From an optimization exercise on the open Yosys and OpenROAD flow, aimed at small area and a short achievable clock period; shortcuts taken in it are not production practice. At most, simulation tests tie the RTL to the original design; equivalence was not proved. Function not checked in runs 2 and 5: the RTL went through the layout flow alone.

## flow/design.v (module list and top-level ports; edited modules follow where they fit)
// module adc_mul: 110 lines
// module adc_norm: 28 lines
// module adc_nrm12: 11 lines
// module srt_row: 33 lines
// module adc_xor1: 3 lines
// module srt_sel: 8 lines
// module srt_drv: 4 lines
// module srt_cy3: 6 lines
// module srt_ne3: 3 lines
// module srt_bit: 6 lines
// module srt_bith: 6 lines
// module adc_sign: 17 lines
// module adc_conv: 32 lines
// module adc_xor23: 3 lines
// module adc_shift: 21 lines
// module mul12x24: 841 lines
// module adc_fa: 4 lines
// module adc_ha: 4 lines
module adc_mul
(
    input  logic         clk_i,
    input  logic         rst_i,
    input  logic [11:0]  x_i,
    input  logic [11:0]  y_i,
    input  logic [11:0]  z_i,
    output logic [11:0]  fp_o
);
  // ...
==> flow/flow/run.sh <==
#!/bin/bash
# The standard layout (standard.sh), with the input and output ports
# buffered by sky130_fd_sc_hd__buf_2 cells instead of the cell buffer_ports picks
# by default, and clock tree synthesis asked for larger sink clusters (fewer
# clock buffers, clkbuf_16 throughout). Everything else, synthesis included, is the
# standard flow.
set -euo pipefail
export BUFFER_PORTS_ARGS="-buffer_cell sky130_fd_sc_hd__buf_2"
export CTS_ARGS="-sink_clustering_enable -repair_clock_nets -buf_list sky130_fd_sc_hd__clkbuf_16 -root_buf sky130_fd_sc_hd__clkbuf_16 -sink_clustering_size 30 -sink_clustering_max_diameter 120"
bash standard.sh > standard.log 2>&1
==> flow/standard.sh <==
#!/bin/bash
# synth_recipe.tcl (not shown) runs the flow's synth.tcl, then flattens the netlist and writes it again
# the make line also repeats each setting of config.mk as NAME=value (left out here)
make -C /OpenROAD-flow-scripts/flow DESIGN_CONFIG=/design/flow/config.mk WORK_HOME=/design/flow/orfs CLKGATE_MAP_FILE= SYNTH_SCRIPT=/design/flow/synth_recipe.tcl "${@:-finish}"
==> flow/config.mk <==
export PLATFORM = sky130hd
export DESIGN_NAME = adc_mul
export DESIGN_NICKNAME = adc_mul
export VERILOG_FILES = /design/flow/design.v
export SDC_FILE = /design/flow/constraint.sdc
export NUM_CORES = 4
export LEC_CHECK = 0
export CAP_MARGIN = 20
export CORE_MARGIN = 2
export CORE_UTILIZATION = 40
export SLEW_MARGIN = 20
export SYNTH_HIERARCHICAL = 1
export SYNTH_MINIMUM_KEEP_SIZE = 0
==> flow/constraint.sdc <==
create_clock -name core_clock -period 95.0 [get_ports {clk_i}]
set_input_delay 19.0000 -clock core_clock [delete_from_list [all_inputs] [get_ports {clk_i}]]
set_output_delay 19.0000 -clock core_clock [all_outputs]
set_load 0.01 [all_outputs]
==> impl_metrics.tcl, run 1 <==
set metrics [dict create \
    seq_area_frac 0.157 \
    fmax_ghz 0.0500 \
    dieArea_sq_um 66800 \
    start_util 0.403 \
    worst_slack_ns 75.00 \
    postRouteAntennaNets 0 \
    hold_path.startpoint "p2[16]" \
    first_pass_iters 5 \
    hold_buffers 0 \
    globalRoute.totalOverflow 0 \
    multi_input_area_share 0.754 \
    nClkBuffers 13 \
    finalClockSkew_ns 0.0216 \
    avgSynthCellArea_sq_um 10.6 \
    synthCells 2443 \
    grt_pass1_vias 20100 \
    status "no timing/DRC/antenna violations" \
    path_clk_slew_ns 0.10 \
    top_regs "n3 x18, p3 x18" \
    antenna_found_initial 0 \
    root_buffer "clkbuf_16" \
    routed_wl_um 59700 \
    final_cells 3306 \
    cts_made_buffers 12 \
    dp_cells 3288 \
    nWellTaps 855 \
    port_buffers 49 \
    postCtsResizedCells 0 \
    final_layout_size_suffix_gt1_frac 0.0779 \
    cp-start-kind "register" \
    endpoint "fp_o[2]" \
    slew-limit-headroom 0.204 \
    crit_buf_inv 1 \
    gr-usage-met1 0.243 \
    detailedPlacementHpwl_um 48900 \
    placed_area_sq_um 27000 \
    drt-met1-wl_um 26500 \
    place.gp.congestion 0.862 \
]
==> module srt_row, before the edit <==
module srt_row #(parameter bit FIRST = 0)
    (input  logic [13:0] s, input logic [13:0] c,
     input  logic [10:0] z, input logic [10:0] zb,
     output logic qp, output logic qn,
     output logic [13:0] so, output logic [12:0] co);
    logic e3, nz3, qp1, qn1;
    srt_sel u_sel (.s(s[13:10]), .c(c[13:10]), .e3(e3), .nz(nz3));
    srt_drv u_d0 (.e3(e3), .nz(nz3), .qp(qp), .qn(qn));
    srt_drv u_d1 (.e3(e3), .nz(nz3), .qp(qp1), .qn(qn1));
    logic [13:0] cw;
    assign co = {cw[13:2], cw[0]};
    assign so[0] = (qp & zb[0]) | (qn & z[0]);
    assign cw[0] = qp;
    srt_bit u_b1 (.s(s[0]), .c(c[0]), .z(z[1]), .zb(zb[1]), .qp(qp), .qn(qn),
                  .so(so[1]), .co(cw[2]));
    if (FIRST) begin : g_first
        srt_bit u_b2 (.s(s[1]), .c(c[1]), .z(z[2]), .zb(zb[2]), .qp(qp), .qn(qn),
                      .so(so[2]), .co(cw[3]));
    end else begin : g_next
        srt_bith u_b2 (.s(s[1]), .z(z[2]), .zb(zb[2]), .qp(qp), .qn(qn),
                       .so(so[2]), .co(cw[3]));
    end
    for (genvar i = 3; i <= 10; i++) begin : g_b
        srt_bit u_b (.s(s[i-1]), .c(c[i-1]), .z(z[i]), .zb(zb[i]),
                     .qp(i < 7 ? qp : qp1), .qn(i < 7 ? qn : qn1),
                     .so(so[i]), .co(cw[i+1]));
    end
    adc_fa u_b11 (.a(s[10]), .b(c[10]), .c(qn1), .s(so[11]), .co(cw[12]));
    adc_fa u_b12 (.a(s[11]), .b(c[11]), .c(qp1), .s(so[12]), .co(cw[13]));
    logic x12;
    adc_xor1 u_x13 (.a(s[12]), .b(c[12]), .y(x12));
    assign so[13] = x12 ^ qp1;
endmodule
==> module srt_sel, before the edit <==
module srt_sel (input logic [3:0] s, input logic [3:0] c, output logic e3, output logic nz);
    logic c3, x3, lo;
    srt_cy3 u_cy (.s(s[2:0]), .c(c[2:0]), .cy(c3));
    srt_ne3 u_ne (.s(s[2:0]), .c(c[2:0]), .ne(lo));
    assign x3 = s[3] ^ c[3];
    assign e3 = x3 ^ c3;
    assign nz = ~(x3 & lo);
endmodule
==> module srt_drv, before the edit <==
module srt_drv (input logic e3, input logic nz, output logic qp, output logic qn);
    assign qp = ~e3;
    assign qn = e3 & nz;
endmodule
==> run 2: changes to the inputs <==
--- a/flow/design.v
+++ b/flow/design.v
@@ -154,6 +154,6 @@
      output logic [13:0] so, output logic [12:0] co);
-    logic e3, nz3, qp1, qn1;
-    srt_sel u_sel (.s(s[13:10]), .c(c[13:10]), .e3(e3), .nz(nz3));
-    srt_drv u_d0 (.e3(e3), .nz(nz3), .qp(qp), .qn(qn));
-    srt_drv u_d1 (.e3(e3), .nz(nz3), .qp(qp1), .qn(qn1));
+    logic x3, g3, g31, qp1, qn1;
+    srt_sel u_sel (.s(s[13:10]), .c(c[13:10]), .x3(x3), .g(g3), .g1(g31));
+    srt_drv u_d0 (.x3(x3), .g(g3), .g1(g31), .qp(qp), .qn(qn));
+    srt_drv u_d1 (.x3(x3), .g(g3), .g1(g31), .qp(qp1), .qn(qn1));
     logic [13:0] cw;
@@ -185,13 +185,7 @@
 endmodule
-module srt_sel (input logic [3:0] s, input logic [3:0] c, output logic e3, output logic nz);
-    logic c3, x3, lo;
-    srt_cy3 u_cy (.s(s[2:0]), .c(c[2:0]), .cy(c3));
-    srt_ne3 u_ne (.s(s[2:0]), .c(c[2:0]), .ne(lo));
+module srt_sel (input logic [3:0] s, input logic [3:0] c,
+                output logic x3, output logic g, output logic g1);
+    srt_cy3  u_cy  (.s(s[2:0]), .c(c[2:0]), .cy(g));
+    srt_cy3i u_cyi (.s(s[2:0]), .c(c[2:0]), .cy(g1));
     assign x3 = s[3] ^ c[3];
-    assign e3 = x3 ^ c3;
-    assign nz = ~(x3 & lo);
-endmodule
-module srt_drv (input logic e3, input logic nz, output logic qp, output logic qn);
-    assign qp = ~e3;
-    assign qn = e3 & nz;
 endmodule
@@ -203,4 +197,11 @@
 endmodule
-module srt_ne3 (input logic [2:0] s, input logic [2:0] c, output logic ne);
-    assign ne = &(s ^ c);
+module srt_cy3i (input logic [2:0] s, input logic [2:0] c, output logic cy);
+    logic [2:0] g, t;
+    assign g  = s & c;
+    assign t  = s | c;
+    assign cy = g[2] | (t[2] & (g[1] | (t[1] & (g[0] | t[0]))));
+endmodule
+module srt_drv (input logic x3, input logic g, input logic g1, output logic qp, output logic qn);
+    assign qp = ~(x3 ^ g);
+    assign qn = x3 ^ g1;
 endmodule
==> impl_metrics.tcl, run 2 <==
set metrics [dict create \
    status "no timing/DRC/antenna violations" \
    avgSynthCellArea_sq_um 10.7 \
    root_buffer "clkbuf_16" \
    io_pins 50 \
    synthCells 2397 \
    antenna_cells 0 \
    port_buffers 49 \
    avgRoutedWirePerCell_um 18.5 \
    ys_warn_count 24 \
    routed_wl_um 60400 \
    globalRoute.totalOverflow 0 \
    final_common_cell "fa_1" \
    postRouteAntennaNets 0 \
    whs_ns 0.333 \
    first_pass_iters 5 \
    hold_path_class "register to register" \
    cp-start-kind "register" \
    insertion_delay_ns 0.50 \
    final_layout_size_suffix_gt1_frac 0.0713 \
    utilization 0.430 \
    worstPathRequired_ns 76.00 \
    place.gp.congestion 0.857 \
    coreArea_sq_um 63200 \
    areaGrowthSynthToFinish_pct 6.07 \
    antenna_found_initial 0 \
    worstMarginPinSlew_ns 1.12 \
    postCtsResizedCells 0 \
    finalClockSkew_ns 0.0202 \
    finalCriticalPeriod_ns 19.99 \
    crit_family "flip-flops" \
    cts_made_buffers 12 \
    path_max_fanout 1 \
    crit_arrival_ns 0.99 \
    layout_common_cells "499 x fa_1, 326 x nand2_1, 253 x a22o_1" \
    crit_buf_inv 1 \
    hold_buffers 0 \
    fp-row-count 92 \
    slowest_delay_ns 0.37 \
    first_iter_violations 1173 \
    numClockSinks 211 \
    grt_setup_unrepaired "no" \
    critPathKind "register to output port" \
    syn_area_sq_um 25600 \
    cp_slowest_cell "dfrtp_1" \
    htreeDepth 1 \
    slew-limit-headroom 0.245 \
    finalCritPeriodShare 0.210 \
    finalSetupTns_ns 0 \
    start_util 0.405 \
    grt_pass1_vias 20000 \
    post_cts_buffers 0 \
    vias 18500 \
    dieArea_sq_um 66000 \
    finalMaxSlewViolations 0 \
    grt_max_degree 31 \
    detailedPlacementHpwl_um 49000 \
    path_cells "buf_2" \
    drc 0 \
    fmax_ghz 0.0500 \
    clockBufferDepth 3 \
    via_per_inst 5.69 \
    cts_tree "built" \
    grt_pass1_wl_um 102000 \
    setup_viol_count_final 0 \
    path_clk_slew_ns 0.11 \
    nets 3013 \
    die_w_um 257 \
    drv_cap 0 \
    top_regs "n3 x18, p3 x18" \
    cp-end-kind "output port" \
    grtUsageTotal 0.186 \
    die_h_um 257 \
    finalHoldViolations 0 \
]
run 2: layout make-up:
cell class | instances | area [sq um]
inverters | 117 | 439
clock inverters | 5 | 78.8
clock buffers | 13 | 325
well taps | 846 | 1060
multi-input cells | 1994 | 20500
repair buffers | 72 | 418
flip-flops and latches | 211 | 4300
fillers | 5915 | 36000
run 2: routing by layer:
layer,part of all wire,wire length [um],global-route usage
met1,0.44,26400,0.246
met2,0.50,30300,0.327
met3,0.042,2560,0.0158
met4,0.020,1190,0.0473
met5,0,0,0
run 2: metrics by stage:
| step | cells | cell area, sq um | setup WS (ns) |
|---|---|---|---|
| after floorplan | 2415 | 25700 | 75.62 |
| after global placement | 3240 | 26700 | 75.53 |
| after detailed placement | 3240 | 26700 | 75.52 |
| after CTS | 3258 | 27100 | 74.98 |
| after global routing | 3258 | 27100 | 74.30 |
| final | 3258 | 27100 | 75.01 |
run 2: path summary, 6_finish.rpt:
kind | from | to | slack [ns] | cells after the start
setup / recovery | fp_o[3] | fp_o[3] | 75.01 | 1
hold / removal | x2[5] | x3[5] | 0.33 | 0
setup reg to reg | s3r[11] | fp_o[2] | 75.55 | 61
hold reg to reg | x2[5] | x3[5] | 0.33 | 0
max in group asynchronous | rst_i | fp_o[1] | 76.11 | 2
min in group asynchronous | rst_i | vld[2] | 18.54 | 2
==> module adc_mul, before the edit <==
module adc_mul
(
    input  logic         clk_i,
    input  logic         rst_i,
    input  logic [11:0]  x_i,
    input  logic [11:0]  y_i,
    input  logic [11:0]  z_i,
    output logic [11:0]  fp_o
);
    localparam int C2 = 9;     
    localparam int C3 = 19;    
    logic [11:0] x1, y1, z1;
    always_ff @(posedge clk_i) begin
        x1 <= x_i;
        y1 <= y_i;
        z1 <= z_i;
    end
    logic [2:0] vld;
    always_ff @(posedge clk_i or posedge rst_i) begin
        if (rst_i) vld <= '0;
        else       vld <= {vld[1:0], 1'b1};
    end
    logic [10:0] ny1, nz1;
    logic [4:0]  sh1;
    logic        ge1;
    adc_norm u_norm (.x(x1), .y(y1), .z(z1), .ny(ny1), .nz(nz1), .sh(sh1), .ge(ge1));
    logic [13:0] ws [1:24];
    logic [13:0] wc [1:24];
    logic [13:0] yy1, zz1;
    assign yy1   = ge1 ? {3'b001, ny1} : {2'b01, ny1, 1'b0};
    assign zz1   = ~{3'b001, nz1};
    assign ws[1] = yy1 ^ zz1;
    assign wc[1] = {yy1[12:0] & zz1[12:0], 1'b1};
    logic [10:0] zt [1:3];
    logic [10:0] zb [1:3];
    assign zt[1] = nz1;
    assign zb[1] = ~nz1;
    logic [22:0] dp, dn;
    logic [13:0] rs [1:24];
    logic [13:0] rc [1:24];
    generate
        for (genvar j = 2; j <= 24; j++) begin : g_row
            localparam int ST = (j <= C2) ? 1 : (j <= C3) ? 2 : 3;
            srt_row #(.FIRST(j == 2)) u_row (
                .s(rs[j-1]), .c(rc[j-1]), .z(zt[ST]), .zb(zb[ST]),
                .qp(dp[24-j]), .qn(dn[24-j]), .so(ws[j]),
                .co({wc[j][13:2], wc[j][0]}));
            assign wc[j][1] = 1'b0;
        end
        for (genvar k = 1; k <= 24; k++) begin : g_in
            if (k != C2 && k != C3) begin : g_w
                assign rs[k] = ws[k];
                assign rc[k] = wc[k];
            end
        end
    endgenerate
    logic [11:0] x2;
    logic [13:0] s2r;
    logic [13:1] c2r;
    logic [10:0] z2;
    logic [4:0]  sh2;
    logic [22:24-C2] p2, n2;
    always_ff @(posedge clk_i) begin
        x2  <= x1;
        s2r <= ws[C2];
        c2r <= wc[C2][13:1];
        z2  <= nz1;
        sh2 <= sh1;
        p2  <= dp[22:24-C2];
        n2  <= dn[22:24-C2];
    end
    assign rs[C2] = s2r;
    assign rc[C2] = {c2r, p2[24-C2]};     
    assign zt[2]  = z2;
    assign zb[2]  = ~z2;
    logic [11:0] x3;
    logic [13:0] s3r;
    logic [13:1] c3r;
    logic [10:0] z3;
    logic [4:0]  sh3;
    logic [22:24-C3] p3, n3;
    always_ff @(posedge clk_i) begin
        x3  <= x2;
        s3r <= ws[C3];
        c3r <= wc[C3][13:1];
        z3  <= z2;
        sh3 <= sh2;
        p3  <= {p2, dp[23-C2:24-C3]};
        n3  <= {n2, dn[23-C2:24-C3]};
    end
    assign rs[C3] = s3r;
    assign rc[C3] = {c3r, p3[24-C3]};
    assign zt[3]  = z3;
    assign zb[3]  = ~z3;
    logic [22:0] pp, nn, m;
    logic        neg;
    logic [35:12] p;
    logic [11:0] res;
    assign pp = {p3, dp[23-C3:0]};
    assign nn = {n3, dn[23-C3:0]};
    adc_sign  u_sign (.s(ws[24]), .c(wc[24]), .neg(neg));
    adc_conv #(.K(24 - C3)) u_conv (.p(pp), .n(nn), .neg(neg), .m(m));
    mul12x24  u_mul  (.x(x3), .m(m), .p(p));
    adc_shift u_shf  (.p(p), .sh(sh3), .res(res));
    always_ff @(posedge clk_i or posedge rst_i) begin
        if (rst_i)       fp_o <= '0;
        else if (vld[2]) fp_o <= res;
        else             fp_o <= '0;
    end
endmodule
==> run 3: changes to the inputs <==
--- a/flow/design.v
+++ b/flow/design.v
@@ -11,2 +11,3 @@
     localparam int C3 = 19;    
+    localparam logic [24:0] DUPROW = ~25'b0000000001111110000111000;
     logic [11:0] x1, y1, z1;
@@ -43,3 +44,3 @@
             localparam int ST = (j <= C2) ? 1 : (j <= C3) ? 2 : 3;
-            srt_row #(.FIRST(j == 2)) u_row (
+            srt_row #(.FIRST(j == 2), .DUP(DUPROW[j])) u_row (
                 .s(rs[j-1]), .c(rc[j-1]), .z(zt[ST]), .zb(zb[ST]),
@@ -149,3 +150,3 @@
 endmodule
-module srt_row #(parameter bit FIRST = 0)
+module srt_row #(parameter bit FIRST = 0, parameter bit DUP = 1)
     (input  logic [13:0] s, input logic [13:0] c,
@@ -157,3 +158,8 @@
     srt_drv u_d0 (.x3(x3), .g(g3), .g1(g31), .qp(qp), .qn(qn));
-    srt_drv u_d1 (.x3(x3), .g(g3), .g1(g31), .qp(qp1), .qn(qn1));
+    if (DUP) begin : g_dup
+        srt_drv u_d1 (.x3(x3), .g(g3), .g1(g31), .qp(qp1), .qn(qn1));
+    end else begin : g_one
+        assign qp1 = qp;
+        assign qn1 = qn;
+    end
     logic [13:0] cw;
==> impl_metrics.tcl, run 3 <==
set metrics [dict create \
    grt_max_degree 31 \
    path_cells "buf_2" \
    postCtsResizedCells 0 \
    globalRoute.totalOverflow 0 \
    htreeDepth 1 \
    grt_setup_unrepaired "no" \
    nets 3004 \
    via_per_inst 5.68 \
    drc 0 \
    place.gp.congestion 0.857 \
    finalCriticalPeriod_ns 20.00 \
    hold_buffers 0 \
    fp-row-count 92 \
    avgRoutedWirePerCell_um 18.2 \
    worst_slack_ns 75.00 \
    slowest_delay_ns 0.38 \
    slew-limit-headroom 0.203 \
    port_buffers 49 \
    first_iter_violations 1086 \
    syn_area_sq_um 25400 \
    dieArea_sq_um 65600 \
    io_pins 50 \
    cts_made_buffers 11 \
    die_h_um 256 \
    first_pass_iters 5 \
    drv_cap 0 \
    setup_viol_count_final 0 \
    vias 18400 \
    worstPathRequired_ns 76.00 \
    cp_slowest_cell "dfrtp_1" \
    cp-end-kind "output port" \
    crit_arrival_ns 1.00 \
    synthCells 2379 \
    detailedPlacementHpwl_um 47900 \
    crit_family "flip-flops" \
    coreArea_sq_um 63000 \
    dpl_worst_slack_ns 75.51 \
    finalMaxSlewViolations 0 \
    start_util 0.404 \
    grt_pass1_vias 19900 \
    ys_warn_count 24 \
    layout_common_cells "499 x fa_1, 326 x nand2_1, 253 x a22o_1" \
    fmax_ghz 0.0500 \
    antenna_cells 0 \
    top_regs "n3 x18, p3 x18" \
    post_cts_buffers 0 \
    grtUsageTotal 0.182 \
    status "no timing/DRC/antenna violations" \
    crit_buf_inv 1 \
    cts_tree "built" \
    critPathKind "register to output port" \
    finalHoldViolations 0 \
    postRouteAntennaNets 0 \
    finalSetupTns_ns 0 \
    routed_wl_um 59200 \
    areaGrowthSynthToFinish_pct 6.18 \
    final_layout_size_suffix_gt1_frac 0.0758 \
    path_clk_slew_ns 0.11 \
    insertion_delay_ns 0.49 \
    finalCritPeriodShare 0.211 \
    grt_pass1_wl_um 101000 \
    n_fill_cell 5973 \
    worstMarginPinSlew_ns 1.19 \
    cp-start-kind "register" \
    path_max_fanout 1 \
    die_w_um 256 \
    antenna_found_initial 0 \
    finalClockSkew_ns 0.0207 \
    root_buffer "clkbuf_16" \
    clockBufferDepth 3 \
    avgSynthCellArea_sq_um 10.7 \
    hold_path_class "register to register" \
    final_common_cell "fa_1" \
    numClockSinks 211 \
]
-- run 3: final cells by class --
| class | count | area [sq um] | area share |
|---|---|---|---|
| Timing Repair Buffer | 82 | 493 | 0.0183 |
| Sequential cell | 211 | 4300 | 0.159 |
| Clock inverter | 4 | 36.3 | 0.00134 |
| Multi-Input combinational cell | 1976 | 20400 | 0.755 |
| Tap cell | 846 | 1060 | 0.0392 |
| Inverter | 117 | 439 | 0.0163 |
| Clock buffer | 11 | 275 | 0.0102 |
-- run 3: worst register-to-register path, delay by kind of cell, from the launching register on --
kind	cells	cell delay, ns
fa+ha+maj	15	6.50
flops	1	0.38
xor+xnor	7	3.70
compound gates	27	5.58
simple gates	10	2.87
buf+inv	2	0.22
-- run 3: path summary, 6_finish.rpt --
check                                end  cells after the start      from  slack (ns)
worst max-delay path            fp_o[10]                      1  fp_o[10]       75.00
worst min-delay path               x3[5]                      0     x2[5]        0.33
worst max register to register   fp_o[2]                     61   s3r[11]       75.66
worst min register to register     x3[5]                      0     x2[5]        0.33
max in group asynchronous        fp_o[9]                      2     rst_i       76.07
min in group asynchronous        fp_o[3]                      2     rst_i       18.56
-- run 3: metal layers --
layer / wire length, um / track usage / up-vias
met3: 2350 / 0.0136 / 77
met4: 820 / 0.0390 / 0
met2: 29800 / 0.321 / 484
met5: 0 / 0 / -
met1: 26200 / 0.244 / 9593
li1: - / - / 8280
-- run 3: per-stage QoR --
step	cells	hold WS, ns	util	area, sq um
6_report	3247	0.332	0.429	27000
5_1_grt	3247	0.336	0.429	27000
4_1_cts	3247	0.338	0.427	26900
3_5_place_dp	3232	0.312	0.422	26600
3_3_place_gp	3230	0.310	0.422	26600
2_1_floorplan	2397	0.310	-	25500
==> run 4: changes to the inputs <==
==> flow/flow/run.sh (replaced) <==
#!/bin/bash
# The standard layout (standard.sh), with the input and output ports
# buffered by sky130_fd_sc_hd__buf_1 cells instead of the cell buffer_ports picks
# by default, and clock tree synthesis asked for larger sink clusters (fewer
# clock buffers, clkbuf_16 throughout). Everything else, synthesis included, is the
# standard flow.
set -euo pipefail
export BUFFER_PORTS_ARGS="-buffer_cell sky130_fd_sc_hd__buf_1"
export CTS_ARGS="-sink_clustering_enable -repair_clock_nets -buf_list sky130_fd_sc_hd__clkbuf_16 -root_buf sky130_fd_sc_hd__clkbuf_16 -sink_clustering_size 30 -sink_clustering_max_diameter 120"
bash standard.sh > standard.log 2>&1
==> impl_metrics.tcl, run 4 <==
set metrics [dict create \
    finalSetupTns_ns 0 \
    grtUsageTotal 0.182 \
    drc 0 \
    post_cts_buffers 0 \
    path_max_fanout 1 \
    via_per_inst 5.68 \
    areaGrowthSynthToFinish_pct 6.04 \
    final_cells 3246 \
    synthCells 2379 \
    register_area_sq_um 4310 \
    finalMaxSlewViolations 0 \
    worstPathRequired_ns 76.00 \
    avgSynthCellArea_sq_um 10.7 \
    htreeDepth 1 \
    start_util 0.404 \
    first_iter_violations 1071 \
    status "no timing/DRC/antenna violations" \
    first_pass_iters 8 \
    path_cells "buf_1" \
    grt_pass1_wl_um 101000 \
    syn_area_sq_um 25400 \
    hold_path_class "register to register" \
    path_clk_slew_ns 0.11 \
    finalCriticalPeriod_ns 19.99 \
    routed_wl_um 59200 \
    cp-start-kind "register" \
    finalHoldViolations 0 \
    crit_arrival_ns 0.99 \
    avgRoutedWirePerCell_um 18.2 \
    coreArea_sq_um 63000 \
    antenna_cells 0 \
    hold_buffers 0 \
    detailedPlacementHpwl_um 47900 \
    final_layout_size_suffix_gt1_frac 0.0579 \
    n_fill_cell 6026 \
    clockBufferDepth 3 \
    drv_cap 0 \
    insertion_delay_ns 0.49 \
    cp_slowest_cell "dfrtp_1" \
    place.gp.congestion 0.859 \
    nets 3003 \
    slowest_delay_ns 0.38 \
    die_w_um 256 \
    cts_made_buffers 11 \
    dieArea_sq_um 65600 \
    numClockSinks 211 \
    ys_warn_count 24 \
    vias 18400 \
    crit_family "flip-flops" \
    postCtsResizedCells 0 \
    setup_viol_count_final 0 \
    antenna_found_initial 0 \
    worstMarginPinSlew_ns 1.13 \
    grt_pass1_vias 19900 \
    postRouteAntennaNets 0 \
    die_h_um 256 \
    slew-limit-headroom 0.241 \
    critPathKind "register to output port" \
    top_regs "n3 x18, p3 x18" \
    cp-end-kind "output port" \
    grt_setup_unrepaired "no" \
    dp_cells 3231 \
    grt_max_degree 31 \
    layout_common_cells "499 x fa_1, 326 x nand2_1, 253 x a22o_1" \
    fmax_ghz 0.0500 \
    fp-row-count 92 \
    port_buffers 49 \
    multiInputGateArea_sq_um 20400 \
    finalCritPeriodShare 0.210 \
    io_pins 50 \
    finalClockSkew_ns 0.0210 \
    crit_buf_inv 1 \
    final_common_cell "fa_1" \
    cts_tree "built" \
    globalRoute.totalOverflow 0 \
    root_buffer "clkbuf_16" \
]
==> run 4: cell type report <==
| type | count | area share |
|---|---|---|
| Timing Repair Buffer | 81 | 0.0157 |
| Clock inverter | 4 | 0.00139 |
| Clock buffer | 11 | 0.0102 |
| Inverter | 117 | 0.0163 |
| Multi-Input combinational cell | 1976 | 0.758 |
| Tap cell | 846 | 0.0392 |
| Sequential cell | 211 | 0.160 |
==> run 4: stage by stage <==
stage                     setup WS (ns)  cell area, sq um   util  hold slack, ns
final                             75.01             27000  0.428           0.335
after global routing              74.30             27000  0.428           0.343
after CTS                         74.98             26800  0.426           0.337
after detailed placement          75.52             26500  0.421           0.312
after global placement            75.54             26500  0.421           0.310
after floorplan                   75.62             25500      -           0.310
==> run 4: final timing paths <==
path                                from        to  slack [ns]  cells past startpoint
worst max-delay path            fp_o[11]  fp_o[11]       75.01                      1
worst min-delay path               x2[2]     x3[2]        0.33                      0
worst max register to register   s3r[11]   fp_o[2]       75.59                     61
worst min register to register     x2[2]     x3[2]        0.33                      0
max in group asynchronous          rst_i   fp_o[8]       76.11                      2
min in group asynchronous          rst_i   fp_o[1]       18.53                      2
==> run 4: layer usage <==
layer  wire length (um)  track usage  up-vias
li1                   -            -     8297
met1              26400        0.240     9646
met2              29600        0.323      430
met3               2270       0.0205       69
met4                852       0.0400        0
met5                  0            0        -
==> run 5: changes to the inputs <==
--- a/flow/design.v
+++ b/flow/design.v
@@ -11,3 +11,3 @@
     localparam int C3 = 19;    
-    localparam logic [24:0] DUPROW = ~25'b0000000001111110000111000;
+    localparam logic [24:0] DUPROW = ~25'b0000011111111111111111000;
     logic [11:0] x1, y1, z1;
==> impl_metrics.tcl, run 5 <==
set metrics [dict create \
    final_common_cell "fa_1" \
    insertion_delay_ns 0.49 \
    dieArea_sq_um 65300 \
    crit_arrival_ns 0.98 \
    vias 18600 \
    start_util 0.402 \
    r2r_slack_ns 75.60 \
    crit_cells 1 \
    first_pass_iters 6 \
    dpl_worst_slack_ns 75.53 \
    finalSetupTns_ns 0 \
    routed_wl_um 59200 \
    grt_pass1_wl_um 101000 \
    port_buffers 49 \
    ys_warn_count 24 \
    antenna_cells 0 \
    status "no timing/DRC/antenna violations" \
    holdPathEnd "n3[21]" \
    nets 3004 \
    detailedPlacementHpwl_um 47800 \
    numClockSinks 211 \
    n_fill_cell 6047 \
    top_regs "n3 x18, p3 x18" \
    cts_made_buffers 11 \
    fp-row-count 92 \
    io_pins 50 \
    worstMarginPinSlew_ns 1.18 \
    synthCells 2363 \
    post_cts_buffers 0 \
    finalClockSkew_ns 0.0135 \
    finalCriticalPeriod_ns 19.98 \
    crit_family "flip-flops" \
    avgRoutedWirePerCell_um 18.2 \
    postCtsResizedCells 0 \
    path_cells "buf_1" \
    hold_buffers 0 \
    reg2reg_from "s3r[11]" \
    antenna_found_initial 0 \
    post-route-cell-area_sq_um 26900 \
    path_max_fanout 1 \
    finalCritPeriodShare 0.210 \
    worstPathRequired_ns 76.00 \
    slew-limit-headroom 0.215 \
    hold_path_class "register to register" \
    htreeDepth 1 \
    via_per_inst 5.72 \
    setup_viol_count_final 0 \
    die_h_um 255 \
    drc 0 \
    placed_area_sq_um 26500 \
    ff2ff_path_depth 61 \
    place.gp.congestion 0.848 \
    r2r-end "fp_o[6]" \
    globalRoute.totalOverflow 0 \
    grt_max_degree 31 \
    avgSynthCellArea_sq_um 10.7 \
    critPathKind "register to output port" \
    min_path_cells 0 \
    grt_pass1_vias 20000 \
    worst_slack_ns 75.02 \
    utilization 0.429 \
    slowest_delay_ns 0.38 \
    fmax_ghz 0.0500 \
    final_layout_size_suffix_gt1_frac 0.0625 \
    areaGrowthSynthToFinish_pct 6.51 \
    crit_buf_inv 1 \
    root_buffer "clkbuf_16" \
    grt_setup_unrepaired "no" \
    syn_area_sq_um 25300 \
    clockBufferDepth 3 \
    cp-end-kind "output port" \
    die_w_um 255 \
    postRouteAntennaNets 0 \
    finalHoldViolations 0 \
    path_clk_slew_ns 0.10 \
    cp_slowest_cell "dfrtp_1" \
    grtUsageTotal 0.182 \
    hold_path.startpoint "n2[21]" \
    coreArea_sq_um 62900 \
    finalMaxSlewViolations 0 \
    drv_cap 0 \
    layout_common_cells "499 x fa_1, 326 x nand2_1, 253 x a22o_1" \
    first_iter_violations 1177 \
    cts_tree "built" \
    cp-start-kind "register" \
]
-- run 5: per-layer routing --
| layer | vias to the layer above | track usage | share of wire |
|---|---|---|---|
| li1 | 8279 | - | - |
| met2 | 517 | 0.323 | 0.50 |
| met3 | 97 | 0.0186 | 0.044 |
| met4 | 0 | 0.0437 | 0.021 |
| met5 | - | 0 | 0 |
| met1 | 9671 | 0.239 | 0.43 |
-- run 5: final cells by class --
class / count / area [sq um] / area share
clock buffers: 11 / 275 / 0.0102
well taps: 846 / 1060 / 0.0393
repair buffers: 98 / 552 / 0.0205
inverters: 117 / 439 / 0.0163
flip-flops and latches: 211 / 4300 / 0.160
multi-input cells: 1960 / 20300 / 0.753
clock inverters: 4 / 36.3 / 0.00135
-- run 5: how the worst max path moves through the flow --
stage | from | end | slack (ns)
floorplan | fp_o[0] | fp_o[0] | 75.62
global placement | fp_o[2] | fp_o[2] | 75.54
detailed placement | fp_o[6] | fp_o[6] | 75.53
CTS | fp_o[6] | fp_o[6] | 74.99
global route | s3r[11] | fp_o[2] | 74.31
finish | fp_o[6] | fp_o[6] | 75.02
-- run 5: per-stage QoR --
stage | hold WS [ns] | instances
after global placement | 0.311 | 3228
after CTS | 0.331 | 3243
final | 0.327 | 3247
after global routing | 0.343 | 3247
after floorplan | 0.310 | 2381
after detailed placement | 0.312 | 3228
==> run 6: changes to the inputs <==
--- a/flow/design.v
+++ b/flow/design.v
@@ -11,3 +11,3 @@
     localparam int C3 = 19;    
-    localparam logic [24:0] DUPROW = ~25'b0000011111111111111111000;
+    localparam logic [24:0] DUPROW = ~25'b0000000111111110011111000;
     logic [11:0] x1, y1, z1;
==> impl_metrics.tcl, run 6 <==
set metrics [dict create \
    start_util 0.404 \
    crit_arrival_ns 0.99 \
    finalClockSkew_ns 0.0259 \
    fp-row-count 92 \
    final_layout_size_suffix_gt1_frac 0.0571 \
    setup_viol_count_final 0 \
    status "no timing/DRC/antenna violations" \
    finalSetupTns_ns 0 \
    path_clk_slew_ns 0.11 \
    dieArea_sq_um 65400 \
    finalCritPeriodShare 0.210 \
    slew-limit-headroom 0.232 \
    place.gp.congestion 0.835 \
    grt_setup_unrepaired "no" \
    postRouteAntennaNets 0 \
    grt_max_degree 31 \
    grt_pass1_vias 20000 \
    drc 0 \
    startpoint "fp_o[4]" \
    vias 18400 \
    numClockSinks 211 \
    gr-usage-met1 0.245 \
    top_regs "n3 x18, p3 x18" \
    first_iter_violations 1152 \
    avgRoutedWirePerCell_um 18.3 \
    insertion_delay_ns 0.50 \
    hold_buffers 0 \
    antenna_found_initial 0 \
    syn_area_sq_um 25400 \
    cts_tree "built" \
    post_cts_buffers 0 \
    postCtsResizedCells 0 \
    hold_path.startpoint "p2[20]" \
    port_buffers 49 \
    finalCriticalPeriod_ns 19.99 \
    nets 3003 \
    ff2ff_path_depth 61 \
    areaGrowthSynthToFinish_pct 6.12 \
    path_max_fanout 1 \
    clockBufferDepth 3 \
    avgSynthCellArea_sq_um 10.7 \
    htreeDepth 1 \
    first_pass_iters 5 \
    finalHoldViolations 0 \
    routed_wl_um 59400 \
    crit_family "flip-flops" \
    n_fill_cell 6069 \
    die_w_um 256 \
    worstMarginPinSlew_ns 1.15 \
    io_pins 50 \
    crit_buf_inv 1 \
    grt_pass1_wl_um 102000 \
    reg2reg_from "s3r[11]" \
    ys_warn_count 24 \
    path_cells "buf_1" \
    coreArea_sq_um 62900 \
    root_buffer "clkbuf_16" \
    worstPathRequired_ns 76.00 \
    grt_util_met3 0.0143 \
    final_common_cell "fa_1" \
    cp-end-kind "output port" \
    grt_busiest_layer "met2" \
    min_path_cells 0 \
    hold_path_class "register to register" \
    slowest_delay_ns 0.38 \
    synthCells 2371 \
    drv_cap 0 \
    cts_made_buffers 11 \
    placed_area_sq_um 26500 \
    globalRoute.totalOverflow 0 \
    met2_usage 0.326 \
    critPathKind "register to output port" \
    post-route-cell-area_sq_um 26900 \
    grtUsageTotal 0.184 \
    die_h_um 256 \
    finalMaxSlewViolations 0 \
    cp_slowest_cell "dfrtp_1" \
    crit_cells 1 \
    detailedPlacementHpwl_um 48100 \
    fmax_ghz 0.0500 \
    antenna_cells 0 \
    layout_common_cells "499 x fa_1, 326 x nand2_1, 253 x a22o_1" \
    via_per_inst 5.67 \
    cp-start-kind "register" \
]
[run 6: metal layers]
metal	up-vias	routed length (um)	part of all wire
li1	8292	-	-
met1	9654	26300	0.44
met2	389	30000	0.51
met3	74	2080	0.035
met4	0	1010	0.017
met5	-	0	0
[run 6: area by class of cell]
class                      instances  area (sq um)  area share
multi-input combinational       1968         20300       0.755
sequential                       211          4300       0.160
tap                              846          1060      0.0393
timing repair buffer              89           484      0.0180
inverter                         117           439      0.0163
clock buffer                      11           275      0.0102
clock inverter                     4          40.0     0.00149
[run 6: worst paths after layout]
check                      slack, ns       to
max reg2reg                    75.63  fp_o[2]
max in group asynchronous      76.13  fp_o[0]
min in group asynchronous      18.52   vld[1]
min reg2reg                     0.33   p3[20]
min                             0.33   p3[20]
max                            75.01  fp_o[4]
[run 6: stage by stage]
stage,util,hold slack (ns),instances,setup WS [ns]
2_1_floorplan,-,0.310,2389,75.62
3_3_place_gp,0.422,0.312,3231,75.54
3_5_place_dp,0.422,0.312,3231,75.52
4_1_cts,0.427,0.332,3246,74.98
5_1_grt,0.428,0.339,3246,74.61
6_report,0.428,0.333,3246,75.01

[static timing again, ports no longer ideal]
No port has a modelled driver above. Below, the same layouts with a new extraction and two added sets of constraints.
Step 1, drivers: a clkbuf_16 drives clk_i and a buf_2 each remaining input, both assumed.
Step 2 also shifts input and output timing later by t, the mid clock arrival at the registers, as if the neighbouring blocks saw the same clock.
Slacks: ideal / step 1 / step 2; pairs: ideal / step 1.
run | t, ns | slack for setup (ns) | hold WS [ns] | worst register clock-pin slew, ns
run 1 | 0.550 | 74.998 / 74.940 / 75.490 | 0.335 / 0.335 / 0.335 | 0.11 / 0.11
run 2 | 0.548 | 75.014 / 74.957 / 75.505 | 0.333 / 0.333 / 0.333 | 0.11 / 0.11
run 3 | 0.536 | 74.998 / 74.943 / 75.479 | 0.332 / 0.332 / 0.332 | 0.11 / 0.11
run 4 | 0.536 | 75.009 / 74.955 / 75.491 | 0.335 / 0.335 / 0.335 | 0.11 / 0.11
run 5 | 0.531 | 75.018 / 74.965 / 75.496 | 0.327 / 0.327 / 0.327 | 0.11 / 0.11
run 6 | 0.541 | 75.014 / 74.958 / 75.499 | 0.333 / 0.333 / 0.333 | 0.11 / 0.11
After both steps every run listed still meets setup and hold.
